From an optimization exercise on the open Yosys and OpenROAD flow, aimed at small area and a short achievable clock period; shortcuts taken in it are not production practice.
At most, simulation tests tie the RTL to the original design; equivalence was not proved.
Only the layout flow was run in runs 5 and 6; the RTL was not checked for function there.
No activity file was given, so power comes from the tool's default toggle rates.

<file path="design/flow/flow/run.sh">
#!/bin/bash
set -e
HERE=$(pwd)
mkdir -p "$HERE/scripts_alt"
for f in "$FLOW_HOME"/scripts/*; do ln -sf "$f" "$HERE/scripts_alt/"; done
rm -f "$HERE/scripts_alt/abc_speed.script"
cp "$HERE/flow/abc_speed.script" "$HERE/scripts_alt/abc_speed.script"
export SCRIPTS_DIR="$HERE/scripts_alt"
export BUFFER_PORTS_ARGS="-buffer_cell sky130_fd_sc_hd__buf_1"
cp standard.sh standard_sh.log
bash standard.sh > standard.log 2>&1
</file>
<file path="design/flow/flow/abc_speed.script">
&get -n
&st
&dch -f
&nf
&put
buffer -c
topo
stime -c
upsize -c
dnsize -c
</file>
<file path="design/flow/standard.sh">
#!/bin/bash
# synth_recipe.tcl (not shown) runs the flow's synth.tcl, then flattens the netlist and writes it again
# the make line also repeats each setting of config.mk as NAME=value (left out here)
make -C /OpenROAD-flow-scripts/flow DESIGN_CONFIG=/design/flow/config.mk WORK_HOME=/design/flow/orfs CLKGATE_MAP_FILE= SYNTH_SCRIPT=/design/flow/synth_recipe.tcl "${@:-finish}"
</file>
<file path="design/flow/config.mk">
export PLATFORM = sky130hd
export DESIGN_NAME = mm2s_dds_modulator
export DESIGN_NICKNAME = mm2s_dds_modulator
export VERILOG_FILES = /design/flow/design.v
export SDC_FILE = /design/flow/constraint.sdc
export NUM_CORES = 4
export LEC_CHECK = 0
export CAP_MARGIN = 20
export CORE_MARGIN = 2
export CORE_UTILIZATION = 40
export CTS_CLUSTER_DIAMETER = 120
export CTS_CLUSTER_SIZE = 24
export SETUP_SLACK_MARGIN = 2.5
export SLEW_MARGIN = 20
</file>
<file path="design/flow/constraint.sdc">
create_clock -name core_clock -period 5.5 [get_ports {S_AXI_CLK}]
set_input_delay 1.1000 -clock core_clock [delete_from_list [all_inputs] [get_ports {S_AXI_CLK}]]
set_output_delay 1.1000 -clock core_clock [all_outputs]
set_load 0.01 [all_outputs]
</file>
<file path="design/flow/design.v">
package dds_modulator_pkg;
parameter FCLK_MHZ = 125;
parameter ENABLE_BIT = 0;
parameter DEBUG_BIT = 1;
parameter STATE_BITS = 3;    
parameter CONT_NO_MOD =     3'b?01;    
parameter CONT_MOD_FREC =   3'b111;
parameter CONT_MOD_PHASE =  3'b011;
parameter PULS_NO_MOD =     3'b?00;
parameter PULS_MOD_FREC =   3'b110;
parameter PULS_MOD_PHASE =  3'b010;
parameter PULS_NO_MOD_TB =     3'b000;
parameter CONT_NO_MOD_TB =  3'b001;    
parameter PERIOD_COUNTER_BITS = 15;
parameter PINC_BITS = 30;    
parameter BARKER_2 = 2'b10;
parameter BARKER_3 = 3'b110;
parameter BARKER_4 = 4'b1011;
parameter BARKER_5 = 5'b11101;
parameter BARKER_7 = 7'b1110010;
parameter BARKER_11 = 11'b11100010010;
parameter BARKER_13 = 13'b1111100110101;
parameter PHASE_OFFSET_180 = 536870911;
parameter MAX_DEBUG_PACKETS = 125000;
endpackage
`timescale 1ns / 1ps
module mm2s_dds_modulator(
    input wire          S_AXI_CLK,
    input wire          S_AXI_ARESETN,
    output wire         S_AXI_AWREADY,
    input wire   [31:0] S_AXI_AWADDR,
    input wire          S_AXI_AWVALID,
    output wire         S_AXI_WREADY,
    input wire   [31:0] S_AXI_WDATA,
    input wire   [3:0]  S_AXI_WSTRB,
    input wire          S_AXI_WVALID,
    input wire          S_AXI_BREADY,
    output wire  [1:0]  S_AXI_BRESP,
    output wire         S_AXI_BVALID,
    output wire         S_AXI_ARREADY,
    input wire   [31:0] S_AXI_ARADDR,
    input wire          S_AXI_ARVALID,
    input wire          S_AXI_RREADY,
    output wire  [31:0] S_AXI_RDATA,
    output wire  [1:0]  S_AXI_RRESP,
    output wire         S_AXI_RVALID,
    output wire dds_en_o,
    output wire [71:0] m_axis_modulation_tdata,
    output wire m_axis_modulation_tvalid,
    output wire m_axis_modulation_tlast,
    input wire m_axis_modulation_tready
);
    wire clk  = S_AXI_CLK;
    wire rstn = S_AXI_ARESETN;
    localparam [16:0] LFSR_LAST = 17'h1C742;
    reg w_data, w_resp;
    reg [2:0] widx;      
    always @(posedge clk) begin
        if (!rstn) begin
            w_data <= 1'b0;
            w_resp <= 1'b0;
        end else begin
            w_data <= w_data ? ~S_AXI_WVALID : (~w_resp & S_AXI_AWVALID);
            w_resp <= w_resp ? ~S_AXI_BREADY : (w_data & S_AXI_WVALID);
        end
    end
    assign S_AXI_AWREADY = ~(w_data | w_resp);
    assign S_AXI_WREADY  = w_data;
    assign S_AXI_BVALID  = w_resp;
    assign S_AXI_BRESP   = 2'b00;
    wire aw_bad = |S_AXI_AWADDR[1:0] | |S_AXI_AWADDR[7:5] | (S_AXI_AWADDR[4] & S_AXI_AWADDR[3]);
    always @(posedge clk)
        if (!w_data) widx <= aw_bad ? 3'd7 : S_AXI_AWADDR[4:2];
    wire wr = w_data & S_AXI_WVALID;
    wire we0 = wr & (widx == 3'd0);
    wire we1 = wr & (widx == 3'd1);
    wire we2 = wr & (widx == 3'd2);
    wire we3 = wr & (widx == 3'd3);
    wire we4 = wr & (widx == 3'd4);
    wire we5 = wr & (widx == 3'd5);
    reg [31:0] cfg0, cfg1, cfg2, cfg3, cfg4, cfg5;
    reg tlast_q;
    wire ld0 = rstn & we0, hd0 = rstn & ~we0;
    wire ld1 = rstn & we1, hd1 = rstn & ~we1;
    wire ld2 = rstn & we2, hd2 = rstn & ~we2;
    wire ld3 = rstn & we3, hd3 = rstn & ~we3;
    wire ld4 = rstn & we4, hd4 = rstn & ~we4;
    wire ld5 = rstn & we5, hd5 = rstn & ~we5;
    wire [31:0] wd = S_AXI_WDATA;
    wire [2:0]  sb_x   = we1 ? wd[2:0] : cfg1[2:0];
    wire [12:0] code_x = we5 ? wd[12:0] : cfg5[12:0];
    wire [31:0] cfg0_n;
    assign cfg0_n[0]    = (ld0 & wd[0]) | (hd0 & cfg0[0]);
    assign cfg0_n[1]    = !rstn ? 1'b0 : cfg0[1] ? ~tlast_q : (we0 & wd[1]);
    assign cfg0_n[31:2] = ({30{ld0}} & wd[31:2]) | ({30{hd0}} & cfg0[31:2]);
    wire [31:0] cfg1_n = {({29{ld1}} & wd[31:3]) | ({29{hd1}} & cfg1[31:3]), {3{rstn}} & sb_x};
    wire [31:0] cfg2_n = ({32{ld2}} & wd) | ({32{hd2}} & cfg2);
    wire [31:0] cfg3_n = ({32{ld3}} & wd) | ({32{hd3}} & cfg3);
    wire [31:0] cfg4_n = ({32{ld4}} & wd) | ({32{hd4}} & cfg4);
    wire [31:0] cfg5_n = {({19{ld5}} & wd[31:13]) | ({19{hd5}} & cfg5[31:13]), {13{rstn}} & code_x};
    always @(posedge clk) begin
        cfg0 <= cfg0_n;
        cfg1 <= cfg1_n;
        cfg2 <= cfg2_n;
        cfg3 <= cfg3_n;
        cfg4 <= cfg4_n;
        cfg5 <= cfg5_n;
    end
    reg r_valid;
    reg [31:0] rdata;
    always @(posedge clk) begin
        if (!rstn) r_valid <= 1'b0;
        else       r_valid <= r_valid ? ~S_AXI_RREADY : S_AXI_ARVALID;
    end
    assign S_AXI_ARREADY = ~r_valid;
    assign S_AXI_RVALID  = r_valid;
    assign S_AXI_RDATA   = rdata;
    assign S_AXI_RRESP   = 2'b00;
    wire ar_bad = |S_AXI_ARADDR[1:0] | |S_AXI_ARADDR[7:5];
    reg [31:0] rsel;
    always @(*) begin
        case (S_AXI_ARADDR[4:2])
            3'd0: rsel = cfg0;
            3'd1: rsel = cfg1;
            3'd2: rsel = cfg2;
            3'd3: rsel = cfg3;
            3'd4: rsel = cfg4;
            3'd5: rsel = cfg5;
            default: rsel = 32'd0;
        endcase
        if (ar_bad) rsel = 32'd0;
    end
    always @(posedge clk)
        if (!r_valid) rdata <= rsel;
    wire        en     = cfg0[0];
    wire        dbg    = cfg0[1];
    wire [2:0]  sb     = cfg1[2:0];
    wire [14:0] period = cfg2[14:0];
    wire [29:0] pinc   = cfg3[29:0];
    wire [29:0] phigh  = cfg4[29:0];
    wire [29:0] delta  = cfg5[29:0];
    wire [3:0]  bnum   = cfg5[31:28];
    reg  [14:0] pcnt;
    reg         ge_q;        
    reg         tz_q;        
    reg  [29:0] mcnt;
    reg  [3:0]  bcnt;
    reg         sel_m_q;     
    reg         sel_p_q;     
    reg         offset_q;    
    reg  [16:0] lfsr;
    wire pto_n = sb[0] | ~ge_q;             
    wire [14:0] pcnt_inc = pcnt + 15'd1;
    wire        p_clr  = !sb[0] && pcnt == period;
    wire        p_inc  = !sb[0] && en;
    wire [14:0] pcnt_x = p_clr ? 15'd0 : p_inc ? pcnt_inc : pcnt;
    wire [14:0] pcnt_n = {15{rstn}} & pcnt_x;
    wire [14:0] tau_w  = wd[30:16];
    wire        ge_hw, ge_iw;        
    dds_cmp_ge #(.W(15), .L(4)) u_ge_hw (.a(pcnt), .b(tau_w), .ge(ge_hw));
    dds_cmp_ge #(.W(15), .L(4)) u_ge_iw (.a(pcnt_inc), .b(tau_w), .ge(ge_iw));
    wire        ge_ir  = (&pcnt) ? tz_q : (ge_q | (pcnt_inc == cfg2[30:16]));
    wire        ge_w   = p_clr ? ~|tau_w : p_inc ? ge_iw : ge_hw;
    wire        ge_r   = p_clr ? tz_q : p_inc ? ge_ir : ge_q;
    wire        ge_x   = we2 ? ge_w : ge_r;
    wire        tz_n   = !rstn | (we2 ? ~|tau_w : tz_q);
    wire ge_n = !rstn | ge_x;
    wire        ramp  = sb[2] & sb[1];
    wire        run   = en & sb[1] & pto_n;
    wire        mcmp;
    dds_cmp_ge #(.W(30), .L(5)) u_mcmp (.a(mcnt), .b(phigh), .ge(mcmp));
    wire [29:0] mstart = ramp ? pinc : 30'd0;
    wire [29:0] msum;
    dds_add #(.W(30), .L(5)) u_madd (.a(mcnt), .b(sb[2] ? delta : 30'd1), .s(msum));
    wire [29:0] mcnt_n = (run && !mcmp) ? msum : mstart;
    wire        barker_en = ~sb[2] & sb[1] & pto_n;
    wire        bwrap     = (bcnt == bnum - 4'd1);
    wire [3:0]  bcnt_inc  = bcnt + 4'd1;
    wire        bstep     = run & mcmp;
    wire [3:0]  bcnt_n    = (!barker_en) ? 4'd0 : !bstep ? bcnt : bwrap ? 4'd0 : bcnt_inc;
    wire [15:0] code_n    = {3'b000, code_x};
    wire        code_hold = code_n[bcnt];
    wire        code_inc  = bwrap ? code_n[0] : code_n[bcnt_inc];
    wire        code_bit  = (!barker_en) ? code_n[0] : bstep ? code_inc : code_hold;
    wire        bmode_n   = ~sb_x[2] & sb_x[1];
    wire        offset_n  = bmode_n & ~code_bit;
    wire        pon_n  = sb_x[0] | ~ge_x;
    wire        ramp_n = sb_x[2] & sb_x[1];
    wire        cnt_go  = rstn & m_axis_modulation_tready & en & dbg & ~tlast_q;
    wire [16:0] lfsr_n  = cnt_go ? {lfsr[15:0], ~(lfsr[16] ^ lfsr[13])} : 17'd0;
    wire        tlast_n = cnt_go & (lfsr == LFSR_LAST);
    always @(posedge clk) begin
        pcnt     <= pcnt_n;
        ge_q     <= ge_n;
        tz_q     <= tz_n;
        mcnt     <= mcnt_n;
        bcnt     <= bcnt_n;
        offset_q <= offset_n;
        sel_m_q  <= ramp_n & pon_n;
        sel_p_q  <= ~ramp_n & pon_n;
        lfsr     <= lfsr_n;
        tlast_q  <= tlast_n;
    end
    assign dds_en_o = en;
    assign m_axis_modulation_tvalid = en & m_axis_modulation_tready;
    assign m_axis_modulation_tlast  = tlast_q;
    assign m_axis_modulation_tdata  = {7'b0, ~sb[0] & ge_q, 2'b00, 1'b0, {29{offset_q}}, 2'b00,
                                       ({30{sel_m_q}} & mcnt) | ({30{sel_p_q}} & pinc)};
endmodule
module dds_cmp_ge #(parameter W = 15, parameter L = 4) (
    input  [W-1:0] a,
    input  [W-1:0] b,
    output         ge
);
    localparam N = 1 << L;
    wire [N*(L+1)-1:0] gt, lt;
    genvar i, l;
    generate
        for (i = 0; i < N; i = i + 1) begin : lv0
            if (i < W) begin : leaf
                assign gt[i] = a[i] & ~b[i];
                assign lt[i] = ~a[i] & b[i];
            end else begin : pad
                assign gt[i] = 1'b0;
                assign lt[i] = 1'b0;
            end
        end
        for (l = 0; l < L; l = l + 1) begin : lv
            for (i = 0; i < N; i = i + 1) begin : nd
                if (i < (N >> (l + 1))) begin : node
                    assign gt[(l+1)*N + i] = gt[l*N + 2*i + 1] | (~lt[l*N + 2*i + 1] & gt[l*N + 2*i]);
                    assign lt[(l+1)*N + i] = lt[l*N + 2*i + 1] | (~gt[l*N + 2*i + 1] & lt[l*N + 2*i]);
                end else begin : unused
                    assign gt[(l+1)*N + i] = 1'b0;
                    assign lt[(l+1)*N + i] = 1'b0;
                end
            end
        end
    endgenerate
    assign ge = ~lt[L*N];
endmodule
module dds_add #(parameter W = 30, parameter L = 5) (
    input  [W-1:0] a,
    input  [W-1:0] b,
    output [W-1:0] s
);
    wire [W*(L+1)-1:0] g, p;
    genvar i, l;
    generate
        for (i = 0; i < W; i = i + 1) begin : lv0
            assign g[i] = a[i] & b[i];
            assign p[i] = a[i] ^ b[i];
        end
        for (l = 0; l < L; l = l + 1) begin : lv
            for (i = 0; i < W; i = i + 1) begin : nd
                if ((i >> l) & 1) begin : node
                    assign g[(l+1)*W + i] = g[l*W + i] | (p[l*W + i] & g[l*W + ((i >> l) << l) - 1]);
                    assign p[(l+1)*W + i] = p[l*W + i] & p[l*W + ((i >> l) << l) - 1];
                end else begin : pass
                    assign g[(l+1)*W + i] = g[l*W + i];
                    assign p[(l+1)*W + i] = p[l*W + i];
                end
            end
        end
    endgenerate
    assign s = p[W-1:0] ^ {g[L*W +: W-1], 1'b0};
endmodule
</file>
==> impl_metrics.py, run 1 <==
metrics = {
    "run_status": {
        "status": "failed layout checks",
        "check-failures": "max-capacitance violations, max-slew violations",
    },
    "timing": {
        "fmax_ghz": 0.3370,
        "slew_headroom_pct": -0.06912,
        "drv_slew": 1,
        "period_minus_slack_ns": 2.968,
        "rsz0062_at_grt": "yes",
        "finalSetupViolations": 0,
        "min_period_over_period_pct": 53.96,
        "hold_violations": 0,
        "finClkSkew_ns": 0.02716,
        "worstMarginPinSlew_ns": 1.490,
        "setup_tns_ns": 0,
    },
    "routing": {
        "drtAntennaViolNets": 0,
        "drt-total-wl_mm": 47.97,
        "vias_per_cell": 6.098,
        "routedWlPerCell_um": 23.31,
        "drt_iter0_drc": 1239,
        "drc": 0,
        "vias": 12549,
        "firstDrtPassIters": 6,
    },
    "synthesis": {
        "synth_top_area_cell": "dfxtp_1",
        "synth.yosys.warnings": 3,
        "yosysMostFrequentCell": "dfxtp_1",
        "yosysTopAreaCellShare_pct": 35.84,
        "syn_inst": 1525,
        "ys_ff_latch": 302,
        "synth_edf_count": 35,
        "synth_area_leaders": "dfxtp_1 36%, a22o_1 12%, edfxtp_1 7.0%, ha_1 2.6%, buf_4 2.4%",
        "synth-main-ff-cell": "dfxtp_1",
        "ys_async_sr_fraction_pct": 0,
        "avgSynthCellArea_sq_um": 9.781,
        "syn_area_sq_mm": 0.01492,
        "ys_types": 86,
        "ys_seq_area_share_pct": 42.88,
        "netlist_top_cells_count": "267 x dfxtp_1, 205 x a22o_1, 90 x clkbuf_1",
    },
    "place": {
        "port_buffers": 155,
        "dp_hpwl_mm": 31.98,
        "dp_cells": 2021,
        "gp_congestion": 0.8679,
    },
    "setup_path": {
        "r2r_setup_slack_ns": 2.64,
        "arrival_ns": 3.41,
        "crit_fanout": 7,
        "critPathKind": "in -> reg",
        "reg2reg_depth": 9,
        "r2r_start": "pcnt[4]",
        "cp-start-kind": "input port",
        "cp-startpoint": "S_AXI_WVALID",
        "crit_required_ns": 5.94,
        "end_kind": "flip-flop",
        "r2r-end": "sel_m_q",
    },
    "pwr": {
        "power.density_mw_per_mm2": 234.0,
        "total_power_mw": 3.772,
        "switchingPower_mw": 0.9113,
        "switching_share_pct": 24.16,
        "power_leakage_nw": 5.793,
        "comb_power_share_pct": 5.0,
        "p_int_mw": 2.861,
        "p_seq_share_pct": 59.6,
        "pwr-share-clk_pct": 35.4,
        "peakVddDrop_mv": 0.1638,
    },
    "global_routing": {
        "grt_pass1_wl_mm": 71.81,
        "grt_max_degree": 61,
        "grt_pass1_vias": 11887,
        "grt.total_usage_pct": 23.79,
        "grt_overflow": 0,
        "grt_antenna_before_repair": 2,
    },
    "final_layout": {
        "nNetsFinal": 1726,
        "fill_cells": 3563,
        "drive_gt1_share_pct": 7.925,
        "num_antenna_cells": 0,
        "instances_no_fill": 2058,
        "syn_to_final_growth_pct": 8.070,
    },
    "clock_network": {
        "hold_buffers": 0,
        "htreeDepth": 1,
        "tritoncts": "built",
        "clk_latency_ns": 0.52,
        "clk_pin_slew_ns": 0.09,
        "cts_max_path_buffers": 3,
        "cts_root_buf": "clkbuf_16",
        "cts_sinks": 302,
        "cts_buffers": 16,
    },
    "floorplanning": {
        "die-area_sq_mm": 0.03885,
        "coreArea_sq_mm": 0.03670,
        "die_h_um": 197.1,
        "die_w_um": 197.1,
        "io_pins": 224,
        "rows": 70,
        "initial_core_util_pct": 40.64,
    },
    "worst_hold_path": {
        "hp-class": "reg -> reg",
        "holdCritStartpoint": "lfsr[7]",
        "hold_path_depth": 1,
        "holdPathEnd": "lfsr[8]",
    },
    "flow_run": {
        "drv_cap": 1,
    },
}
power groups by stage:
| stage | Combinational (mW) | Clock [mW] | Sequential, mW |
|---|---|---|---|
| after floorplan | 0.0895 | 0 | 2.31 |
| after global placement | 0.177 | 0 | 2.30 |
| after detailed placement | 0.178 | 0 | 2.30 |
| after CTS | 0.179 | 1.36 | 2.25 |
| after global routing | 0.198 | 1.43 | 2.25 |
| final | 0.187 | 1.34 | 2.25 |
timing repair:
item	in CTS	in global routing
pin swaps	4	1
setup buffers	6	3
gates resized for setup	8	16
gates cloned	0	2
endpoints found under the setup margin	52	134
critical path: stages:
cell and delay, ns:
clkbuf_2 0.13, nand2_1 0.18, nor3_1 1.17, mux2i_1 0.35
nor3b_1 0.27, o21a_1 0.19
placed cells by master, fill, tap and decap left out, types with 6 or more instances in the layout:
cell type,n
dfxtp_1,259
a31oi_1,56
and2_1,54
nor2b_1,26
and4_1,6
o21ai_0,46
conb_1,16
nand4_1,12
o21bai_1,7
dfxtp_2,6
a22oi_1,32
a211oi_1,15
xnor2_1,34
ha_1,31
o21ai_1,7
mux2_2,8
nand2b_1,30
inv_1,42
mux2i_1,13
clkbuf_1,8
nor2_1,45
a21oi_1,43
maj3_1,13
a222oi_1,34
buf_1,150
o31ai_1,12
nor3_1,18
a22o_1,205
xor2_1,28
nor4_1,10
buf_4,26
o21a_1,8
nand2_1,70
a21o_1,11
nand3_1,39
edfxtp_1,35
or2_2,6
clkbuf_16,17
through the flow:
step	cell area, sq um	worst slack (ns)	hold slack (ns)	util [%]
floorplan	14980	2.519	0.4202	-
global placement	15480	1.668	0.4256	42.18
detailed placement	15480	1.607	0.4311	42.18
CTS	16040	2.505	0.4461	43.71
global route	16120	2.487	0.4637	43.92
finish	16120	2.532	0.4384	43.92
final cells by class:
class	instances	area (sq um)	area share, %
Multi-Input combinational cell	1034	7654	47.48
Sequential cell	302	6411	39.77
Timing Repair Buffer	184	834.6	5.177
Tap cell	468	585.6	3.633
Clock buffer	25	455.4	2.825
Inverter	44	167.7	1.040
Clock inverter	1	11.26	0.06986
sequential cells by signal (all words and copies together) (netlist names):
name	count
mcnt	30
tlast_q	1
lfsr	17
cfg0	32
r_valid	1
cfg4	32
sel_m_q	1
bcnt	4
pcnt	15
cfg5	32
widx	3
rdata	32
w_data	1
cfg2	32
offset_q	1
ge_q	1
sel_p_q	1
cfg3	32
w_resp	1
tz_q	1
cfg1	32
metal layers:
metal  global-route usage, %  vias up  wire length (um)
met3                   3.773      101              3671
met4                   5.904        2              1500
met2                   37.29      522             20930
met5                       0        -                11
li1                        -     5790                 -
met1                   34.19     6134             21860
logic make-up after synthesis:
group                      count (synthesis)  synth area share (%)
AOI/OAI and AO/OA                        509                 26.06
xor gates and xnor gates                  65                 3.968
adders and majority gates                 53                 4.446
buffers and inverters                    206                 7.147
DFF                                      302                 42.88
muxes                                     27                 2.181
other                                      1               0.02514
and+or+nand+nor                          362                 13.30
worst max path at each step:
| stage | depth (start not counted) | end |
|---|---|---|
| 3_3_place_gp | 11 | mcnt[25] |
| 4_1_cts | 10 | ge_q |
| 3_5_place_dp | 11 | mcnt[25] |
| 6_report | 6 | offset_q |
| 5_1_grt | 9 | ge_q |
| 2_1_floorplan | 10 | offset_q |
==> inputs of run 2 (changes only) <==
==> design/flow/flow/abc_speed.script (replaced) <==
strash
&get -n
&fraig -x
&put
scorr
dc2
strash
&get -n
&dch -f
&nf
&put
buffer -c
topo
stime -c
upsize -c
dnsize -c
==> run 2 against run 1 <==
  * Largest power group unchanged
  * Sequential share of layout area decreased by 1.3 points
  * Largest cell class unchanged
  * Clock-buffer cell count unchanged
  * Critical path type is now reg -> reg
  * Now clean on timing, DRC and antenna
  * Highest routed layer unchanged
  * Register-to-register slack got worse by 1.9 ns
==> impl_metrics.py, run 2 <==
metrics = {
    "synthesis": {
        "synth_top_area_cell": "dfxtp_1",
        "syn_area_sq_mm": 0.01426,
        "synth_edf_count": 35,
        "netlist_top_cells_count": "267 x dfxtp_1, 209 x a22o_1, 109 x nand2_1",
        "synth-main-ff-cell": "dfxtp_1",
        "synth.yosys.warnings": 3,
        "avgSynthCellArea_sq_um": 9.557,
        "synth_area_leaders": "dfxtp_1 37%, a22o_1 13%, edfxtp_1 7.4%, nand2_1 2.9%, ha_1 2.7%",
        "yosysMostFrequentCell": "dfxtp_1",
        "syn_inst": 1492,
        "ys_types": 70,
        "ys_async_sr_fraction_pct": 0,
        "ys_seq_area_share_pct": 44.86,
        "yosysTopAreaCellShare_pct": 37.49,
        "ys_ff_latch": 302,
    },
    "setup_path": {
        "crit_path_frequent_cell": "o21a_1",
        "r2r-end": "mcnt[26]",
        "r2r_setup_slack_ns": 0.76,
        "reg2reg_depth": 26,
        "worst-path-buf-inv": 2,
        "critPathKind": "reg -> reg",
        "crit_family": "compound AO/OA/AOI/OAI gates",
        "crit_required_ns": 5.91,
        "max_stage_delay_ns": 0.41,
        "critical-path-slowest-cell": "dfxtp_4",
        "end_kind": "flip-flop",
        "crit_fanout": 5,
        "cp-start-kind": "flip-flop",
        "arrival_ns": 5.15,
        "r2r_start": "cfg1[2]",
    },
    "clock_network": {
        "clk_latency_ns": 0.52,
        "cts_buffers": 16,
        "clk_pin_slew_ns": 0.11,
        "cts_max_path_buffers": 3,
        "htreeDepth": 1,
        "tritoncts": "built",
        "cts_root_buf": "clkbuf_16",
        "cts_sinks": 302,
    },
    "routing": {
        "drc": 0,
        "vias": 12800,
        "drt_iter0_drc": 1694,
        "drtAntennaViolNets": 0,
        "routedWlPerCell_um": 24.35,
        "vias_per_cell": 6.166,
        "drt-total-wl_mm": 50.54,
        "firstDrtPassIters": 7,
    },
    "timing": {
        "period_minus_slack_ns": 4.737,
        "finalSetupViolations": 0,
        "hold_violations": 0,
        "worstMarginPinSlew_ns": 1.147,
        "drv_slew": 0,
        "rsz0062_at_grt": "yes",
        "min_period_over_period_pct": 86.14,
        "finClkSkew_ns": 0.01657,
        "slew_headroom_pct": 23.54,
        "fmax_ghz": 0.2111,
        "hold_slack_ns": 0.4574,
        "setup_tns_ns": 0,
    },
    "pwr": {
        "p_int_mw": 2.863,
        "p_seq_share_pct": 59.4,
        "switchingPower_mw": 0.9234,
        "power_leakage_nw": 5.881,
        "comb_power_share_pct": 5.0,
        "peakVddDrop_mv": 0.1798,
        "power.density_mw_per_mm2": 227.1,
        "switching_share_pct": 24.39,
        "pwr-share-clk_pct": 35.6,
    },
    "final_layout": {
        "regArea_sq_mm": 0.006421,
        "final_common_cell": "dfxtp_1",
        "drive_gt1_share_pct": 14.88,
        "final_cell_mix": "257 x dfxtp_1, 209 x a22o_1, 152 x buf_1",
        "fill_cells": 3304,
        "multi_input_area_sq_mm": 0.007567,
        "syn_to_final_growth_pct": 16.91,
        "nNetsFinal": 1749,
    },
    "floorplanning": {
        "initial_core_util_pct": 40.38,
        "io_pins": 224,
        "coreArea_sq_mm": 0.03531,
        "die_w_um": 192.8,
        "die_h_um": 192.8,
        "die-area_sq_mm": 0.03717,
        "rows": 69,
    },
    "worst_hold_path": {
        "holdPathEnd": "lfsr[11]",
        "hp-class": "reg -> reg",
        "hold_path_depth": 1,
        "holdCritStartpoint": "lfsr[10]",
    },
    "global_routing": {
        "grt_pass1_wl_mm": 73.60,
        "grt_max_degree": 38,
        "grt_antenna_before_repair": 1,
        "grt_pass1_vias": 12050,
        "grt_overflow": 0,
        "grt.total_usage_pct": 25.89,
    },
    "place": {
        "dp_hpwl_mm": 30.91,
        "gp_congestion": 0.8868,
        "port_buffers": 155,
    },
    "flow_run": {
        "drv_cap": 0,
    },
    "run_status": {
        "status": "no timing/DRC/antenna violations",
    },
}
## run 2: cell count changes in the layout (fill, tap and decap cells not counted), moves of 12 or more
cell	before	now
nor2_1	45	63
nand2_1	70	98
a21oi_2	1	14
inv_1	42	54
o22ai_1	1	26
buf_4	26	53
o21ai_0	46	18
xor2_1	28	11
nor2b_1	26	13
nand3_1	39	8
a31oi_1	56	37
## run 2: timing repair
| item | 4_1_cts | 5_1_grt |
|---|---|---|
| cloned | 3 | 8 |
| buffers inserted | 27 | 9 |
| pin swaps | 17 | 46 |
| gates resized for setup | 50 | 88 |
| setup endpoints to repair | 66 | 49 |
| hold buffers | 0 | 0 |
## run 2: area by class of cell
type | instances | area share, %
diodes | 2 | 0.03002
multi-input cells | 997 | 45.40
inverters | 59 | 1.404
flip-flops and latches | 302 | 38.52
clock inverters | 1 | 0.06755
clock buffers | 25 | 2.732
repair buffers | 229 | 8.392
well taps | 461 | 3.460
## run 2: cells by family after synthesis
logic type / synth area share, %
DFF: 44.86
other: 0.02630
buffers and inverters: 6.687
muxes: 1.518
xor gates and xnor gates: 2.211
and+or+nand+nor: 12.61
adders and majority gates: 4.475
AOI/OAI and AO/OA: 27.62
## run 2: power groups by stage
stage | Combinational (mW) | Clock, mW | Sequential, mW
after floorplan | 0.0844 | 0 | 2.31
after global routing | 0.198 | 1.44 | 2.25
after global placement | 0.177 | 0 | 2.30
after CTS | 0.184 | 1.36 | 2.25
final | 0.190 | 1.35 | 2.25
after detailed placement | 0.178 | 0 | 2.30
## run 2: worst max-delay path by stage
stage / cells after the start / from / to
2_1_floorplan: 24 / cfg1[2] / mcnt[27]
3_3_place_gp: 25 / cfg1[2] / mcnt[29]
3_5_place_dp: 25 / cfg1[2] / mcnt[29]
4_1_cts: 25 / cfg1[2] / mcnt[27]
5_1_grt: 25 / cfg1[2] / mcnt[27]
6_report: 26 / cfg1[2] / mcnt[26]
## run 2: through the flow
step / power [mW] / instances / utilization (%) / instance area, sq um / setup slack, ns
final: 3.786 / 2076 / 47.21 / 16670 / 0.7625
after global routing: 3.884 / 2074 / 47.20 / 16660 / 0.5248
after CTS: 3.794 / 2057 / 45.60 / 16100 / 0.8536
after detailed placement: 2.480 / 2001 / 42.80 / 15110 / 0.4517
after global placement: 2.478 / 2001 / 42.80 / 15110 / 0.5065
after floorplan: 2.394 / 1507 / - / 14470 / 1.101
## run 2: per-layer routing
layer  global-route usage, %  part of all wire [%]  up-vias  routed length, um
li1                        -                     -     5749                  -
met1                   35.50                    43     6304              21590
met2                   41.18                    45      629              22880
met3                   4.183                   8.6      116               4364
met4                   9.043                   3.3        2               1690
met5                       0                 0.026        -                 13
==> inputs of run 3 (changes only) <==
--- a/design/flow/flow/run.sh
+++ b/design/flow/flow/run.sh
@@ -8,4 +8,5 @@
 export SCRIPTS_DIR="$HERE/scripts_alt"
 export BUFFER_PORTS_ARGS="-buffer_cell sky130_fd_sc_hd__buf_1"
+export SKIP_GATE_CLONING=1
 cp standard.sh standard_sh.log
 bash standard.sh > standard.log 2>&1
==> design/flow/flow/abc_speed.script (replaced) <==
&get -n
&st
&dch
&nf
&put
buffer -c
topo
stime -c
upsize -c
dnsize -c
==> run 3 against run 2 <==
  * Still clean on timing, DRC and antenna
  * Hold slack worse by 0.014 ns
  * Final area down 3.0%
  * Register-to-register slack better by 1.7 ns
  * Critical path type unchanged
==> impl_metrics.py, run 3 <==
metrics = {
    "routing": {
        "drc": 0,
        "drt_iter0_drc": 1185,
        "firstDrtPassIters": 6,
        "drt-total-wl_mm": 46.79,
        "routedWlPerCell_um": 22.97,
        "vias": 12243,
        "vias_per_cell": 6.010,
        "drtAntennaViolNets": 0,
    },
    "floorplanning": {
        "coreArea_sq_mm": 0.03574,
        "die-area_sq_mm": 0.03801,
        "initial_core_util_pct": 40.81,
        "die_w_um": 195.0,
        "io_pins": 224,
        "rows": 69,
        "die_h_um": 195.0,
    },
    "flow_run": {
        "drv_cap": 0,
    },
    "final_layout": {
        "fill_cells": 3500,
        "final_cell_mix": "253 x dfxtp_1, 205 x a22o_1, 152 x buf_1",
        "syn_to_final_growth_pct": 10.87,
        "nNetsFinal": 1709,
        "multi_input_area_sq_mm": 0.007644,
        "drive_gt1_share_pct": 9.212,
        "regArea_sq_mm": 0.006426,
        "final_common_cell": "dfxtp_1",
    },
    "setup_path": {
        "cp-startpoint": "cfg1[2]",
        "endpoint": "mcnt[25]",
        "end_kind": "flip-flop",
        "cp-start-kind": "flip-flop",
        "critPathKind": "reg -> reg",
        "crit_fanout": 11,
        "arrival_ns": 3.39,
        "crit_chain": "buf_6, buf_4, nand2_1, inv_1, ha_1, a21o_1, a21o_1, a21oi_1, o21ai_0, a21oi_1, o41a_1, buf_4, nor2b_1, nor2_1, xor2_1, o21ai_1",
        "r2r-end": "mcnt[25]",
        "critical-path-slowest-cell": "dfxtp_4",
        "reg2reg_depth": 16,
        "r2r_start": "cfg1[2]",
        "crit_required_ns": 5.89,
        "max_stage_delay_ns": 0.40,
        "r2r_setup_slack_ns": 2.50,
    },
    "timing": {
        "worstMarginPinSlew_ns": 1.098,
        "period_minus_slack_ns": 3.000,
        "finClkSkew_ns": 0.03553,
        "finalSetupViolations": 0,
        "fmax_ghz": 0.3333,
        "hold_violations": 0,
        "drv_slew": 0,
        "rsz0062_at_grt": "yes",
        "slew_headroom_pct": 26.63,
        "setup_tns_ns": 0,
        "min_period_over_period_pct": 54.54,
    },
    "clock_network": {
        "hold_buffers": 0,
        "tritoncts": "built",
        "cts_root_buf": "clkbuf_16",
        "clk_pin_slew_ns": 0.11,
        "htreeDepth": 1,
        "clk_latency_ns": 0.53,
        "cts_sinks": 302,
        "cts_buffers": 16,
        "cts_max_path_buffers": 3,
    },
    "place": {
        "dp_hpwl_mm": 30.98,
        "gp_congestion": 0.8724,
        "port_buffers": 155,
    },
    "synthesis": {
        "syn_inst": 1500,
        "ys_async_sr_fraction_pct": 0,
        "yosysTopAreaCellShare_pct": 36.65,
        "yosysMostFrequentCell": "dfxtp_1",
        "syn_area_sq_mm": 0.01459,
        "avgSynthCellArea_sq_um": 9.723,
        "synth_edf_count": 35,
        "synth_top_area_cell": "dfxtp_1",
        "netlist_top_cells_count": "267 x dfxtp_1, 205 x a22o_1, 103 x clkbuf_1",
        "synth-main-ff-cell": "dfxtp_1",
        "ys_ff_latch": 302,
        "ys_seq_area_share_pct": 43.85,
        "synth_area_leaders": "dfxtp_1 37%, a22o_1 12%, edfxtp_1 7.2%, xnor2_1 2.7%, ha_1 2.7%",
        "synth.yosys.warnings": 3,
        "ys_types": 69,
    },
    "pwr": {
        "power.density_mw_per_mm2": 232.6,
        "total_power_mw": 3.761,
        "peakVddDrop_mv": 0.1942,
        "power_leakage_nw": 5.639,
    },
    "global_routing": {
        "grt_overflow": 0,
        "grt_pass1_wl_mm": 71.02,
        "grt_pass1_vias": 11553,
        "grt_max_degree": 41,
        "grt_antenna_before_repair": 5,
        "grt.total_usage_pct": 24.07,
    },
    "worst_hold_path": {
        "hp-class": "reg -> reg",
    },
    "run_status": {
        "status": "no timing/DRC/antenna violations",
    },
}
-- run 3: power breakdown --
part	leakage, nW	switching (mW)	internal (mW)
Combinational	2.88	0.148	0.0344
Clock	0.226	0.745	0.586
Sequential	2.53	0.00763	2.24
Total	5.64	0.901	2.86
-- run 3: cell families (layout without fill, tap and decap cells) --
logic type | count (synthesis) | in the layout | synth area share, %
compound gates | 489 | 489 | 25.60
xor+xnor | 75 | 75 | 4.607
fa+ha+maj | 45 | 45 | 3.972
buf+inv | 202 | 261 | 6.485
flops | 302 | 302 | 43.85
mux | 30 | 30 | 2.514
other cells | 1 | 18 | 0.02571
simple gates | 356 | 356 | 12.94
-- run 3: worst min-delay path by stage --
stage             start       end  slack (ns)  cells past startpoint
2_1_floorplan  lfsr[12]  lfsr[13]        0.42                      1
3_3_place_gp   lfsr[11]  lfsr[12]        0.43                      1
3_5_place_dp   lfsr[10]  lfsr[11]        0.44                      1
4_1_cts        lfsr[14]  lfsr[15]        0.45                      1
5_1_grt        lfsr[14]  lfsr[15]        0.47                      1
6_report       lfsr[14]  lfsr[15]        0.44                      1
-- run 3: critical path, delay by kind of cell (launching register included) --
family	cells	cell delay [ns]
AO/OA/AOI/OAI	7	1.29
buffers and inverters	4	0.58
flip-flops	1	0.40
AND/OR/NAND/NOR	3	0.27
adder cells (fa/ha/maj)	1	0.17
XOR/XNOR	1	0.17
-- run 3: final cells by class --
class,instances,area share (%)
Multi-Input combinational cell,1011,47.27
Sequential cell,302,39.74
Timing Repair Buffer,193,5.532
Tap cell,461,3.567
Clock buffer,26,2.840
Inverter,41,0.9517
Clock inverter,1,0.06964
Antenna cell,2,0.03095
-- run 3: repair_timing --
item | CTS | global route
pin swaps | 10 | 6
endpoints found under the setup margin | 44 | 34
setup buffers | 15 | 2
gates cloned | 0 | 0
gates resized for setup | 32 | 31
-- run 3: metal layers --
layer	global-route usage [%]	share of wire, %	up-vias
li1	-	-	5697
met1	34.99	46	5985
met2	35.67	43	476
met3	4.060	8.0	79
met4	8.906	3.2	6
met5	0	0.077	-
-- run 3: through the flow --
step / cell area [sq um] / setup slack [ns] / util [%] / hold slack [ns] / instances
finish: 16170 / 2.500 / 45.24 / 0.4438 / 2037
global route: 16170 / 2.375 / 45.24 / 0.4729 / 2037
CTS: 16020 / 2.505 / 44.83 / 0.4531 / 2032
detailed placement: 15280 / 1.590 / 42.76 / 0.4375 / 1990
global placement: 15280 / 1.620 / 42.76 / 0.4298 / 1990
floorplan: 14700 / 2.370 / - / 0.4202 / 1515
==> inputs of run 4 (changes only) <==
--- a/design/flow/flow/run.sh
+++ b/design/flow/flow/run.sh
@@ -8,5 +8,4 @@
 export SCRIPTS_DIR="$HERE/scripts_alt"
 export BUFFER_PORTS_ARGS="-buffer_cell sky130_fd_sc_hd__buf_1"
-export SKIP_GATE_CLONING=1
 cp standard.sh standard_sh.log
 bash standard.sh > standard.log 2>&1
--- a/design/flow/config.mk
+++ b/design/flow/config.mk
@@ -11,4 +11,4 @@
 export CTS_CLUSTER_DIAMETER = 120
 export CTS_CLUSTER_SIZE = 24
-export SETUP_SLACK_MARGIN = 2.5
+export SETUP_SLACK_MARGIN = 2.7
 export SLEW_MARGIN = 20
==> run 4 against run 3 <==
  * Clock skew shrank 0.0064 ns
  * Synthesized area is the same
  * Synthesized cell count is the same
  * Still clean
  * Die area is the same
  * Hold slack gained 0.013 ns
  * Non-clock buffer count grew 14
  * Clock power is essentially flat
  * Critical endpoint is now mcnt[27]
  * Global-route usage shrank 0.28 points
  * Register-to-register slack gained 0.02 ns
==> impl_metrics.py, run 4 <==
metrics = {
    "place": {
        "dp_hpwl_mm": 30.86,
        "gp_congestion": 0.9059,
        "dp_cells": 1993,
        "port_buffers": 155,
        "post-place-ws_ns": 1.574,
    },
    "setup_path": {
        "cp-start-kind": "flip-flop",
        "critPathKind": "reg -> reg",
        "crit_fanout": 6,
        "critical-path-slowest-cell": "o41a_1",
        "crit_chain": "nand2b_1, ha_1, inv_2, fa_2, o21ai_4, a21oi_4, o211ai_1, buf_4, a31oi_4, o41a_1, buf_6, nor2_4, a21oi_2, xor2_1, o21ai_1",
        "cp-startpoint": "cfg1[2]",
        "worst-path-buf-inv": 3,
        "max_stage_delay_ns": 0.45,
        "arrival_ns": 3.41,
        "end_kind": "flip-flop",
        "r2r_start": "cfg1[2]",
        "crit_required_ns": 5.93,
        "crit_family": "compound AO/OA/AOI/OAI gates",
    },
    "timing": {
        "slew_headroom_pct": 24.71,
        "period_minus_slack_ns": 2.979,
        "drv_slew": 0,
        "min_period_over_period_pct": 54.17,
        "rsz0062_at_grt": "yes",
        "finClkSkew_ns": 0.02913,
        "setup_tns_ns": 0,
        "fmax_ghz": 0.3356,
        "timing.final.ws_setup_ns": 2.521,
        "finalSetupViolations": 0,
        "hold_violations": 0,
        "worstMarginPinSlew_ns": 1.127,
    },
    "clock_network": {
        "tritoncts": "built",
        "cts_max_path_buffers": 3,
        "clk_latency_ns": 0.52,
        "cts_root_buf": "clkbuf_16",
        "clk_pin_slew_ns": 0.10,
        "cts_buffers": 16,
        "cts_sinks": 302,
        "htreeDepth": 1,
    },
    "synthesis": {
        "yosysTopAreaCellShare_pct": 36.65,
        "ys_types": 69,
        "netlist_top_cells_count": "267 x dfxtp_1, 205 x a22o_1, 103 x clkbuf_1",
        "ys_ff_latch": 302,
        "synth.yosys.warnings": 3,
        "ys_async_sr_fraction_pct": 0,
        "avgSynthCellArea_sq_um": 9.723,
        "synth-main-ff-cell": "dfxtp_1",
        "syn_area_sq_mm": 0.01459,
        "synth_top_area_cell": "dfxtp_1",
        "synth_edf_count": 35,
        "synth_area_leaders": "dfxtp_1 37%, a22o_1 12%, edfxtp_1 7.2%, xnor2_1 2.7%, ha_1 2.7%",
        "ys_seq_area_share_pct": 43.85,
        "syn_inst": 1500,
        "yosysMostFrequentCell": "dfxtp_1",
    },
    "pwr": {
        "p_seq_share_pct": 59.7,
        "power_leakage_nw": 5.755,
        "p_int_mw": 2.865,
        "peakVddDrop_mv": 0.1782,
        "switchingPower_mw": 0.9026,
        "switching_share_pct": 23.96,
        "comb_power_share_pct": 4.9,
        "power.density_mw_per_mm2": 228.0,
        "pwr-share-clk_pct": 35.4,
    },
    "worst_hold_path": {
        "holdCritStartpoint": "lfsr[10]",
        "hp-class": "reg -> reg",
    },
    "routing": {
        "drt-total-wl_mm": 47.07,
        "firstDrtPassIters": 7,
        "wl_met1_mm": 21.00,
        "vias": 12395,
        "drc": 0,
        "drt_iter0_drc": 1139,
        "routed-wl-met2_mm": 20.36,
        "drtAntennaViolNets": 0,
        "vias_per_cell": 6.046,
        "routedWlPerCell_um": 22.96,
        "wl_met3_mm": 3.922,
        "dr.max_layer_used": "met5",
    },
    "floorplanning": {
        "die-area_sq_mm": 0.03801,
        "io_pins": 224,
        "die_w_um": 195.0,
        "rows": 69,
        "coreArea_sq_mm": 0.03574,
        "initial_core_util_pct": 40.81,
        "die_h_um": 195.0,
    },
    "final_layout": {
        "final_cell_mix": "249 x dfxtp_1, 205 x a22o_1, 150 x buf_1",
        "syn_to_final_growth_pct": 13.28,
        "fin_util_pct": 46.23,
        "final_common_cell": "dfxtp_1",
        "drive_gt1_share_pct": 12.40,
        "fill_cells": 3428,
        "nNetsFinal": 1723,
        "instances_no_fill": 2050,
        "num_antenna_cells": 0,
    },
    "global_routing": {
        "grt.total_usage_pct": 23.79,
        "grt_overflow": 0,
        "grt_pass1_vias": 11721,
        "grt_antenna_before_repair": 4,
        "grt_max_degree": 37,
        "grt_pass1_wl_mm": 70.55,
    },
    "flow_run": {
        "drv_cap": 0,
    },
    "run_status": {
        "status": "no timing/DRC/antenna violations",
    },
}
[run 4: cell counts after synthesis]
No cell type changed its count.
[run 4: worst paths after layout]
kind / end / slack, ns / cells after the start
worst max register to register: mcnt[27] / 2.52 / 15
worst max-delay path: mcnt[27] / 2.52 / 15
worst min register to register: lfsr[11] / 0.46 / 1
worst min-delay path: lfsr[11] / 0.46 / 1
[run 4: power by group through the flow]
stage	combinational (mW)	sequential (mW)	clock, mW
after floorplan	0.0888	2.31	0
after global placement	0.176	2.30	0
after detailed placement	0.178	2.30	0
after CTS	0.179	2.25	1.36
after global routing	0.193	2.25	1.43
final	0.184	2.25	1.33
[run 4: kinds of logic after synthesis]
kind of cell | count (synthesis) | synth area share, %
AOI/OAI and AO/OA | 489 | 25.60
DFF | 302 | 43.85
other | 1 | 0.02571
and+or+nand+nor | 356 | 12.94
adders and majority gates | 45 | 3.972
xor gates and xnor gates | 75 | 4.607
buffers and inverters | 202 | 6.485
muxes | 30 | 2.514
[run 4: repair_timing]
item                                    in CTS  in global routing
setup buffers                               16                 13
endpoints found under the setup margin      45                 67
pin swaps                                   11                 27
gates cloned                                 0                  0
gates resized for setup                     57                 59
hold buffers                                 0                  0
[run 4: layout make-up]
type                            count  area (sq um)  area share, %
Clock inverter                      1         11.26        0.06816
Inverter                           41         156.4         0.9466
Multi-Input combinational cell   1011          7846          47.49
Clock buffer                       27         462.9          2.802
Sequential cell                   302          6426          38.89
Tap cell                          461         576.8          3.491
Timing Repair Buffer              207          1042          6.308
[run 4: metal layers]
| layer | up-vias | track usage, % |
|---|---|---|
| met4 | 8 | 9.245 |
| met3 | 104 | 3.956 |
| li1 | 5714 | - |
| met2 | 519 | 36.42 |
| met5 | - | 0 |
| met1 | 6050 | 33.47 |
[run 4: through the flow]
| stage | instance area (sq um) | hold slack (ns) | power (mW) |
|---|---|---|---|
| final | 16520 | 0.4566 | 3.768 |
| after global routing | 16520 | 0.4884 | 3.875 |
| after CTS | 16150 | 0.4612 | 3.790 |
| after detailed placement | 15320 | 0.4359 | 2.478 |
| after global placement | 15320 | 0.4280 | 2.476 |
| after floorplan | 14740 | 0.4202 | 2.398 |
==> inputs of run 5 (changes only) <==
--- a/design/flow/design.v
+++ b/design/flow/design.v
@@ -117,20 +117,17 @@
     assign S_AXI_RDATA   = rdata;
     assign S_AXI_RRESP   = 2'b00;
-    wire ar_bad = |S_AXI_ARADDR[1:0] | |S_AXI_ARADDR[7:5];
-    reg [31:0] rsel;
-    always @(*) begin
-        case (S_AXI_ARADDR[4:2])
-            3'd0: rsel = cfg0;
-            3'd1: rsel = cfg1;
-            3'd2: rsel = cfg2;
-            3'd3: rsel = cfg3;
-            3'd4: rsel = cfg4;
-            3'd5: rsel = cfg5;
-            default: rsel = 32'd0;
-        endcase
-        if (ar_bad) rsel = 32'd0;
-    end
+    wire ar_ok = ~|S_AXI_ARADDR[1:0] & ~|S_AXI_ARADDR[7:5] & ~r_valid;
+    wire [2:0] ra = S_AXI_ARADDR[4:2];
+    wire rs0 = ar_ok & (ra == 3'd0);
+    wire rs1 = ar_ok & (ra == 3'd1);
+    wire rs2 = ar_ok & (ra == 3'd2);
+    wire rs3 = ar_ok & (ra == 3'd3);
+    wire rs4 = ar_ok & (ra == 3'd4);
+    wire rs5 = ar_ok & (ra == 3'd5);
+    wire [31:0] rdata_n = ({32{r_valid}} & rdata) |
+                          ({32{rs0}} & cfg0) | ({32{rs1}} & cfg1) | ({32{rs2}} & cfg2) |
+                          ({32{rs3}} & cfg3) | ({32{rs4}} & cfg4) | ({32{rs5}} & cfg5);
     always @(posedge clk)
-        if (!r_valid) rdata <= rsel;
+        rdata <= rdata_n;
     wire        en     = cfg0[0];
     wire        dbg    = cfg0[1];
--- a/design/flow/flow/run.sh
+++ b/design/flow/flow/run.sh
@@ -8,4 +8,5 @@
 export SCRIPTS_DIR="$HERE/scripts_alt"
 export BUFFER_PORTS_ARGS="-buffer_cell sky130_fd_sc_hd__buf_1"
+export SKIP_GATE_CLONING=1
 cp standard.sh standard_sh.log
 bash standard.sh > standard.log 2>&1
--- a/design/flow/config.mk
+++ b/design/flow/config.mk
@@ -11,4 +11,4 @@
 export CTS_CLUSTER_DIAMETER = 120
 export CTS_CLUSTER_SIZE = 24
-export SETUP_SLACK_MARGIN = 2.7
+export SETUP_SLACK_MARGIN = 2.5
 export SLEW_MARGIN = 20
==> run 5 against run 4 <==
  * Still clean on timing, DRC and antenna
  * Clock skew shrank 0.0068 ns
  * Combinational power fell by 24%
  * Die area down 1.5%
  * Hold slack worse by 0.0018 ns
  * Core utilization shrank 1.5 points
  * Maximum frequency is 0.22% higher
  * Register-to-register slack better by 0.09 ns
  * Critical path depth down 12
  * Synthesized area down 1.5%
  * Total power shrank 3.8%
  * Largest power group unchanged
  * Highest routed layer is now met4
==> impl_metrics.py, run 5 <==
metrics = {
    "run_status": {
        "status": "no timing/DRC/antenna violations",
    },
    "synthesis": {
        "ys_seq_area_share_pct": 42.30,
        "synth_top_area_cell": "dfxtp_1",
        "ys_ff_latch": 302,
        "yosysMostFrequentCell": "dfxtp_1",
        "synth_edf_count": 3,
        "synth-main-ff-cell": "dfxtp_1",
        "avgSynthCellArea_sq_um": 9.582,
        "syn_area_sq_mm": 0.01436,
        "yosysTopAreaCellShare_pct": 41.67,
        "synth.yosys.warnings": 3,
        "synth_area_leaders": "dfxtp_1 42%, a22o_1 13%, a222oi_1 4.5%, ha_1 2.7%, buf_4 2.6%",
        "syn_inst": 1499,
        "ys_types": 79,
        "ys_async_sr_fraction_pct": 0,
        "netlist_top_cells_count": "299 x dfxtp_1, 205 x a22o_1, 95 x clkbuf_1",
    },
    "pwr": {
        "p_seq_share_pct": 60.5,
        "power_leakage_nw": 5.766,
        "power.density_mw_per_mm2": 228.4,
        "switching_share_pct": 23.27,
        "p_int_mw": 2.781,
        "peakVddDrop_mv": 0.2288,
        "comb_power_share_pct": 3.9,
        "switchingPower_mw": 0.8433,
        "pwr-share-clk_pct": 35.6,
    },
    "setup_path": {
        "max_stage_delay_ns": 0.55,
        "reg2reg_depth": 11,
        "crit_chain": "buf_4, a22o_1, buf_1",
        "critPathKind": "reg -> out",
        "end_kind": "output pin",
        "r2r_start": "cfg1[2]",
        "cp-start-kind": "flip-flop",
        "critical-path-slowest-cell": "dfxtp_2",
        "r2r-end": "mcnt[29]",
        "r2r_setup_slack_ns": 2.61,
        "crit_required_ns": 4.40,
        "cp-startpoint": "sel_p_q",
        "crit_fanout": 19,
        "endpoint": "m_axis_modulation_tdata[29]",
        "arrival_ns": 1.87,
    },
    "timing": {
        "rsz0062_at_grt": "yes",
        "finClkSkew_ns": 0.02235,
        "finalSetupViolations": 0,
        "worstMarginPinSlew_ns": 1.080,
        "slew_headroom_pct": 27.85,
        "drv_slew": 0,
        "hold_violations": 0,
        "fmax_ghz": 0.3364,
        "min_period_over_period_pct": 54.05,
        "period_minus_slack_ns": 2.973,
        "setup_tns_ns": 0,
    },
    "routing": {
        "routedWlPerCell_um": 23.29,
        "drt_iter0_drc": 1210,
        "wl_met3_mm": 3.159,
        "vias_per_cell": 6.113,
        "firstDrtPassIters": 9,
        "routed-wl-met2_mm": 22.36,
        "vias": 12410,
        "dr.max_layer_used": "met4",
        "drc": 0,
        "drtAntennaViolNets": 0,
        "drt-total-wl_mm": 47.28,
        "wl_met1_mm": 20.70,
    },
    "global_routing": {
        "grt_antenna_before_repair": 0,
        "grt.total_usage_pct": 24.23,
        "grt_pass1_vias": 11900,
        "grt_max_degree": 38,
        "grt_overflow": 0,
        "grt_pass1_wl_mm": 71.44,
    },
    "floorplanning": {
        "die_w_um": 193.5,
        "rows": 69,
        "coreArea_sq_mm": 0.03548,
        "initial_core_util_pct": 40.48,
        "die-area_sq_mm": 0.03744,
        "io_pins": 224,
        "die_h_um": 193.5,
    },
    "final_layout": {
        "syn_to_final_growth_pct": 10.48,
        "final_common_cell": "dfxtp_1",
        "drive_gt1_share_pct": 9.184,
        "nNetsFinal": 1711,
        "regArea_sq_mm": 0.006088,
        "final_cell_mix": "291 x dfxtp_1, 205 x a22o_1, 146 x buf_1",
        "final_area_sq_mm": 0.01587,
        "multi_input_area_sq_mm": 0.007697,
        "fill_cells": 3420,
    },
    "clock_network": {
        "clk_latency_ns": 0.51,
        "cts_root_buf": "clkbuf_16",
        "tritoncts": "built",
        "cts_sinks": 302,
        "cts_max_path_buffers": 3,
        "clk_pin_slew_ns": 0.09,
        "htreeDepth": 1,
        "hold_buffers": 0,
        "cts_buffers": 16,
    },
    "place": {
        "gp_congestion": 0.8619,
        "placed_cell_area_sq_mm": 0.01506,
        "port_buffers": 155,
        "dp_hpwl_mm": 31.40,
    },
    "flow_run": {
        "drv_cap": 0,
    },
    "worst_hold_path": {
        "hp-class": "reg -> reg",
    },
}
==> run 5: power groups by stage <==
stage / Combinational (mW) / Sequential (mW) / Clock [mW]
2_1_floorplan: 0.0717 / 2.24 / 0
3_3_place_gp: 0.134 / 2.24 / 0
3_5_place_dp: 0.137 / 2.24 / 0
4_1_cts: 0.137 / 2.19 / 1.32
5_1_grt: 0.149 / 2.19 / 1.38
6_report: 0.140 / 2.19 / 1.29
==> run 5: stage by stage <==
| step | std cells | hold WS (ns) | utilization [%] | power (mW) | setup slack, ns |
|---|---|---|---|---|---|
| 3_5_place_dp | 1997 | 0.4407 | 42.46 | 2.381 | 1.565 |
| 6_report | 2030 | 0.4548 | 44.72 | 3.625 | 2.527 |
| 5_1_grt | 2029 | 0.4810 | 44.72 | 3.722 | 2.396 |
| 4_1_cts | 2021 | 0.4538 | 44.06 | 3.655 | 2.505 |
| 3_3_place_gp | 1997 | 0.4274 | 42.44 | 2.379 | 1.525 |
| 2_1_floorplan | 1514 | 0.4202 | - | 2.317 | 2.650 |
==> run 5: worst min path at each step <==
stage                   from  cells after the start  slack [ns]        to
floorplan           lfsr[12]                      1        0.42  lfsr[13]
global placement    lfsr[10]                      1        0.43  lfsr[11]
detailed placement  lfsr[10]                      1        0.44  lfsr[11]
CTS                 lfsr[15]                      1        0.45  lfsr[16]
global route         lfsr[7]                      1        0.48   lfsr[8]
finish              lfsr[15]                      1        0.45  lfsr[16]
==> run 5: timing repair <==
item | 4_1_cts | 5_1_grt
gates resized for setup | 20 | 41
endpoints found under the hold margin | 0 | 0
setup endpoints to repair | 51 | 16
pin swaps | 5 | 11
setup buffers | 5 | 8
==> run 5: critical path, delay by kind of cell (launching register included) <==
| family | cells | cell delay, ns |
|---|---|---|
| AO/OA/AOI/OAI | 1 | 0.25 |
| buffers and inverters | 2 | 0.55 |
| flip-flops | 1 | 0.55 |
==> run 5: layer usage <==
| layer | up-vias | global-route usage (%) |
|---|---|---|
| li1 | 5701 | - |
| met1 | 6179 | 32.52 |
| met2 | 464 | 40.81 |
| met3 | 66 | 3.504 |
| met4 | 0 | 6.305 |
| met5 | - | 0 |
==> run 5: area by class of cell <==
type | instances | area share, %
multi-input cells | 1013 | 48.51
inverters | 41 | 0.9698
repair buffers | 193 | 5.732
flip-flops and latches | 302 | 38.37
clock buffers | 18 | 2.704
clock inverters | 1 | 0.07096
diodes | 1 | 0.01577
well taps | 461 | 3.635
==> run 5: logic make-up after synthesis <==
group / Yosys count / share of synthesized area, %
muxes: 26 / 2.343
AOI/OAI and AO/OA: 463 / 25.65
other: 1 / 0.02611
buffers and inverters: 199 / 6.646
adders and majority gates: 49 / 4.312
and+or+nand+nor: 391 / 14.47
xor gates and xnor gates: 68 / 4.251
DFF: 302 / 42.30
==> inputs of run 6 (changes only) <==
--- a/design/flow/design.v
+++ b/design/flow/design.v
@@ -117,17 +117,20 @@
     assign S_AXI_RDATA   = rdata;
     assign S_AXI_RRESP   = 2'b00;
-    wire ar_ok = ~|S_AXI_ARADDR[1:0] & ~|S_AXI_ARADDR[7:5] & ~r_valid;
-    wire [2:0] ra = S_AXI_ARADDR[4:2];
-    wire rs0 = ar_ok & (ra == 3'd0);
-    wire rs1 = ar_ok & (ra == 3'd1);
-    wire rs2 = ar_ok & (ra == 3'd2);
-    wire rs3 = ar_ok & (ra == 3'd3);
-    wire rs4 = ar_ok & (ra == 3'd4);
-    wire rs5 = ar_ok & (ra == 3'd5);
-    wire [31:0] rdata_n = ({32{r_valid}} & rdata) |
-                          ({32{rs0}} & cfg0) | ({32{rs1}} & cfg1) | ({32{rs2}} & cfg2) |
-                          ({32{rs3}} & cfg3) | ({32{rs4}} & cfg4) | ({32{rs5}} & cfg5);
+    wire ar_bad = |S_AXI_ARADDR[1:0] | |S_AXI_ARADDR[7:5];
+    reg [31:0] rsel;
+    always @(*) begin
+        case (S_AXI_ARADDR[4:2])
+            3'd0: rsel = cfg0;
+            3'd1: rsel = cfg1;
+            3'd2: rsel = cfg2;
+            3'd3: rsel = cfg3;
+            3'd4: rsel = cfg4;
+            3'd5: rsel = cfg5;
+            default: rsel = 32'd0;
+        endcase
+        if (ar_bad) rsel = 32'd0;
+    end
     always @(posedge clk)
-        rdata <= rdata_n;
+        if (!r_valid) rdata <= rsel;
     wire        en     = cfg0[0];
     wire        dbg    = cfg0[1];
@@ -140,5 +143,4 @@
     reg  [14:0] pcnt;
     reg         ge_q;        
-    reg         tz_q;        
     reg  [29:0] mcnt;
     reg  [3:0]  bcnt;
@@ -149,17 +151,11 @@
     wire pto_n = sb[0] | ~ge_q;             
     wire [14:0] pcnt_inc = pcnt + 15'd1;
-    wire        p_clr  = !sb[0] && pcnt == period;
-    wire        p_inc  = !sb[0] && en;
-    wire [14:0] pcnt_x = p_clr ? 15'd0 : p_inc ? pcnt_inc : pcnt;
+    wire [14:0] pcnt_x = (!sb[0] && pcnt == period) ? 15'd0 :
+                         (!sb[0] && en) ? pcnt_inc : pcnt;
     wire [14:0] pcnt_n = {15{rstn}} & pcnt_x;
-    wire [14:0] tau_w  = wd[30:16];
-    wire        ge_hw, ge_iw;        
-    dds_cmp_ge #(.W(15), .L(4)) u_ge_hw (.a(pcnt), .b(tau_w), .ge(ge_hw));
-    dds_cmp_ge #(.W(15), .L(4)) u_ge_iw (.a(pcnt_inc), .b(tau_w), .ge(ge_iw));
-    wire        ge_ir  = (&pcnt) ? tz_q : (ge_q | (pcnt_inc == cfg2[30:16]));
-    wire        ge_w   = p_clr ? ~|tau_w : p_inc ? ge_iw : ge_hw;
-    wire        ge_r   = p_clr ? tz_q : p_inc ? ge_ir : ge_q;
-    wire        ge_x   = we2 ? ge_w : ge_r;
-    wire        tz_n   = !rstn | (we2 ? ~|tau_w : tz_q);
+    wire ge_w, ge_r;     
+    dds_cmp_ge #(.W(15), .L(4)) u_ge_w (.a(pcnt_x), .b(wd[30:16]), .ge(ge_w));
+    dds_cmp_ge #(.W(15), .L(4)) u_ge_r (.a(pcnt_x), .b(cfg2[30:16]), .ge(ge_r));
+    wire ge_x = we2 ? ge_w : ge_r;
     wire ge_n = !rstn | ge_x;
     wire        ramp  = sb[2] & sb[1];
@@ -190,5 +186,4 @@
         pcnt     <= pcnt_n;
         ge_q     <= ge_n;
-        tz_q     <= tz_n;
         mcnt     <= mcnt_n;
         bcnt     <= bcnt_n;
@@ -211,14 +206,14 @@
 );
     localparam N = 1 << L;
-    wire [N*(L+1)-1:0] gt, lt;
+    wire [N*(L+1)-1:0] g, e;
     genvar i, l;
     generate
         for (i = 0; i < N; i = i + 1) begin : lv0
             if (i < W) begin : leaf
-                assign gt[i] = a[i] & ~b[i];
-                assign lt[i] = ~a[i] & b[i];
+                assign g[i] = a[i] & ~b[i];
+                assign e[i] = ~(a[i] ^ b[i]);
             end else begin : pad
-                assign gt[i] = 1'b0;
-                assign lt[i] = 1'b0;
+                assign g[i] = 1'b0;
+                assign e[i] = 1'b1;
             end
         end
@@ -226,14 +221,14 @@
             for (i = 0; i < N; i = i + 1) begin : nd
                 if (i < (N >> (l + 1))) begin : node
-                    assign gt[(l+1)*N + i] = gt[l*N + 2*i + 1] | (~lt[l*N + 2*i + 1] & gt[l*N + 2*i]);
-                    assign lt[(l+1)*N + i] = lt[l*N + 2*i + 1] | (~gt[l*N + 2*i + 1] & lt[l*N + 2*i]);
+                    assign g[(l+1)*N + i] = g[l*N + 2*i + 1] | (e[l*N + 2*i + 1] & g[l*N + 2*i]);
+                    assign e[(l+1)*N + i] = e[l*N + 2*i + 1] & e[l*N + 2*i];
                 end else begin : unused
-                    assign gt[(l+1)*N + i] = 1'b0;
-                    assign lt[(l+1)*N + i] = 1'b0;
+                    assign g[(l+1)*N + i] = 1'b0;
+                    assign e[(l+1)*N + i] = 1'b0;
                 end
             end
         end
     endgenerate
-    assign ge = ~lt[L*N];
+    assign ge = g[L*N] | e[L*N];
 endmodule
 module dds_add #(parameter W = 30, parameter L = 5) (
==> design/flow/flow/run.sh (replaced) <==
#!/bin/bash
cp standard.sh standard_sh.log
export BUFFER_PORTS_ARGS="-buffer_cell sky130_fd_sc_hd__buf_1"
bash standard.sh > standard.log 2>&1
--- a/design/flow/config.mk
+++ b/design/flow/config.mk
@@ -9,6 +9,4 @@
 export CORE_MARGIN = 2
 export CORE_UTILIZATION = 40
-export CTS_CLUSTER_DIAMETER = 120
-export CTS_CLUSTER_SIZE = 24
-export SETUP_SLACK_MARGIN = 2.5
+export SETUP_SLACK_MARGIN = 3.0
 export SLEW_MARGIN = 20
removed: design/flow/flow/abc_speed.script
==> run 6 against run 5 <==
  * Maximum frequency down 7.7%
  * Final cell count up 21%
  * Largest cell class unchanged
  * Largest power group is now the clock network
  * Critical endpoint is now sel_m_q
  * Sequential power up 2%
  * Clock skew down 0.0020 ns
  * Critical path depth up 13
  * Final area up 24%
  * First-iteration DRC count up 9.8%
  * Wire length up 19%
  * Register-to-register slack worse by 0.33 ns
==> impl_metrics.py, run 6 <==
metrics = {
    "floorplanning": {
        "coreArea_sq_mm": 0.03847,
        "initial_core_util_pct": 40.40,
        "io_pins": 224,
    },
    "synthesis": {
        "netlist_top_cells_count": "266 x dfxtp_1, 265 x nand2_1, 116 x a21boi_0",
        "syn_inst": 1725,
        "synth_edf_count": 35,
        "synth_area_leaders": "dfxtp_1 34%, ha_1 7.3%, edfxtp_1 6.8%, nand2_1 6.4%, a21boi_0 5.6%",
        "avgSynthCellArea_sq_um": 9.009,
        "yosysTopAreaCellShare_pct": 34.26,
        "ys_seq_area_share_pct": 41.03,
        "syn_area_sq_mm": 0.01554,
        "synth_top_area_cell": "dfxtp_1",
        "ys_ff_latch": 301,
        "ys_async_sr_fraction_pct": 0,
    },
    "clock_network": {
        "cts_sinks": 301,
        "cts_root_buf": "clkbuf_16",
        "clk_latency_ns": 0.54,
        "cts_buffers": 35,
        "tritoncts": "built",
        "clk_pin_slew_ns": 0.06,
        "cts_max_path_buffers": 3,
        "htreeDepth": 2,
    },
    "global_routing": {
        "grt_overflow": 0,
        "grt_pass1_wl_mm": 81.30,
        "grt.total_usage_pct": 26.09,
        "grt_pass1_vias": 12831,
        "grt_busiest_layer": "met2",
        "use_met1_pct": 37.34,
        "grtUsageMet2_pct": 40.04,
        "met3_usage_pct": 4.600,
    },
    "routing": {
        "drt_iter0_drc": 1329,
        "drtAntennaViolNets": 0,
        "drc": 0,
        "vias": 13856,
        "vias_per_cell": 5.660,
        "routedWlPerCell_um": 22.96,
        "firstDrtPassIters": 6,
    },
    "setup_path": {
        "cp-start-kind": "flip-flop",
        "end_kind": "flip-flop",
        "reg2reg_depth": 16,
        "crit_fanout": 8,
        "crit_required_ns": 5.95,
    },
    "final_layout": {
        "final_cell_mix": "259 x nand2_1, 224 x dfxtp_1, 125 x buf_1",
        "fin_util_pct": 51.35,
        "multi_input_area_sq_mm": 0.009193,
        "syn_to_final_growth_pct": 27.11,
        "fill_cells": 3470,
        "final_area_sq_mm": 0.01975,
        "nNetsFinal": 2108,
        "regArea_sq_mm": 0.006444,
    },
    "timing": {
        "hold_slack_ns": 0.4554,
        "worstMarginPinSlew_ns": 0.9954,
        "period_minus_slack_ns": 3.222,
        "slew_headroom_pct": 33.41,
        "finalSetupViolations": 0,
        "min_period_over_period_pct": 58.58,
        "finClkSkew_ns": 0.02031,
        "drv_slew": 0,
        "rsz0062_at_grt": "yes",
    },
    "pwr": {
        "power.density_mw_per_mm2": 241.1,
        "switchingPower_mw": 1.107,
        "power_leakage_nw": 7.141,
        "comb_power_share_pct": 3.9,
        "pwr-share-clk_pct": 49.0,
    },
    "flow_run": {
        "drv_cap": 0,
    },
    "place": {
        "port_buffers": 155,
        "placed_cell_area_sq_mm": 0.01638,
        "dp_hpwl_mm": 33.18,
    },
    "worst_hold_path": {
        "hold_path_depth": 1,
        "hp-class": "reg -> reg",
    },
    "run_status": {
        "status": "no timing/DRC/antenna violations",
    },
}
[run 6: cell count changes after synthesis, sizes merged, moves of 22 or more]
cell,change
a22oi,+96
a222oi,-65
edfxtp,+32
nand2,+193
a21boi,+114
inv,+47
nand2b,-22
a22o,-112
dfxtp,-33
ha,+60
[run 6: cells by family (layout without fill, tap and decap cells)]
kind of cell	Yosys count	in the layout	synth area share, %
AOI/OAI and AO/OA	474	474	22.53
xor gates and xnor gates	61	61	3.438
adders and majority gates	96	96	7.970
buffers and inverters	241	428	7.036
DFF	301	301	41.03
muxes	25	25	2.021
other	1	18	0.02413
and+or+nand+nor	526	527	15.95
[run 6: path summary, 6_finish.rpt]
check	from	to	slack (ns)
hold / removal	lfsr[12]	lfsr[13]	0.46
setup / recovery	cfg2[3]	sel_m_q	2.28
setup reg to reg	cfg2[3]	sel_m_q	2.28
hold reg to reg	lfsr[12]	lfsr[13]	0.46
[run 6: layer usage]
metal  up-vias  share of wire (%)
met5         -              0.021
met4         2                3.2
met3       114                7.5
met2       588                 44
met1      6739                 45
li1       6413                  -
[run 6: through the flow]
stage / cells / worst slack, ns
floorplan: 1740 / 2.302
global placement: 2283 / 1.855
detailed placement: 2283 / 1.810
CTS: 2390 / 2.200
global route: 2447 / 2.117
finish: 2448 / 2.278
[run 6: cell type report]
cell class | instances | area share (%)
multi-input cells | 1199 | 46.54
well taps | 518 | 3.281
clock inverters | 12 | 0.5954
flip-flops and latches | 301 | 32.62
diodes | 2 | 0.02534
inverters | 88 | 1.672
repair buffers | 279 | 10.15
clock buffers | 49 | 5.118
[run 6: what timing repair did]
action,in CTS,in global routing
endpoints found under the setup margin,149,108
cloned,6,2
buffers inserted,40,54
pin swaps,39,92
resized for setup,139,205
[run 6: power by group through the flow]
stage | clock [mW] | sequential (mW) | combinational [mW]
after floorplan | 0 | 2.30 | 0.0782
after global placement | 0 | 2.29 | 0.174
after detailed placement | 0 | 2.29 | 0.175
after CTS | 2.35 | 2.24 | 0.179
after global routing | 2.44 | 2.24 | 0.193
final | 2.34 | 2.24 | 0.185
[run 6: critical path: stages (launching register included)]
cell,delay [ns]
dfxtp_2,0.33
xor2_1,0.15
or4_4,0.54
nor4_4,0.17
buf_6,0.19
buf_6,0.11
nor2_2,0.05
ha_2,0.17
a21o_1,0.15
a21o_1,0.15
a21o_1,0.18
o2111ai_2,0.20
a21oi_2,0.07
a2111oi_4,0.31
a31oi_2,0.11
and2_4,0.18
nor2_1,0.09

Check on run 6: ideal ports give 2.278 ns setup slack; a clkbuf_16 on the clock port and buf_2 on the inputs give 2.278 ns; moving port delays by the midpoint clock arrival (0.581 ns) as well gives 2.049 ns.
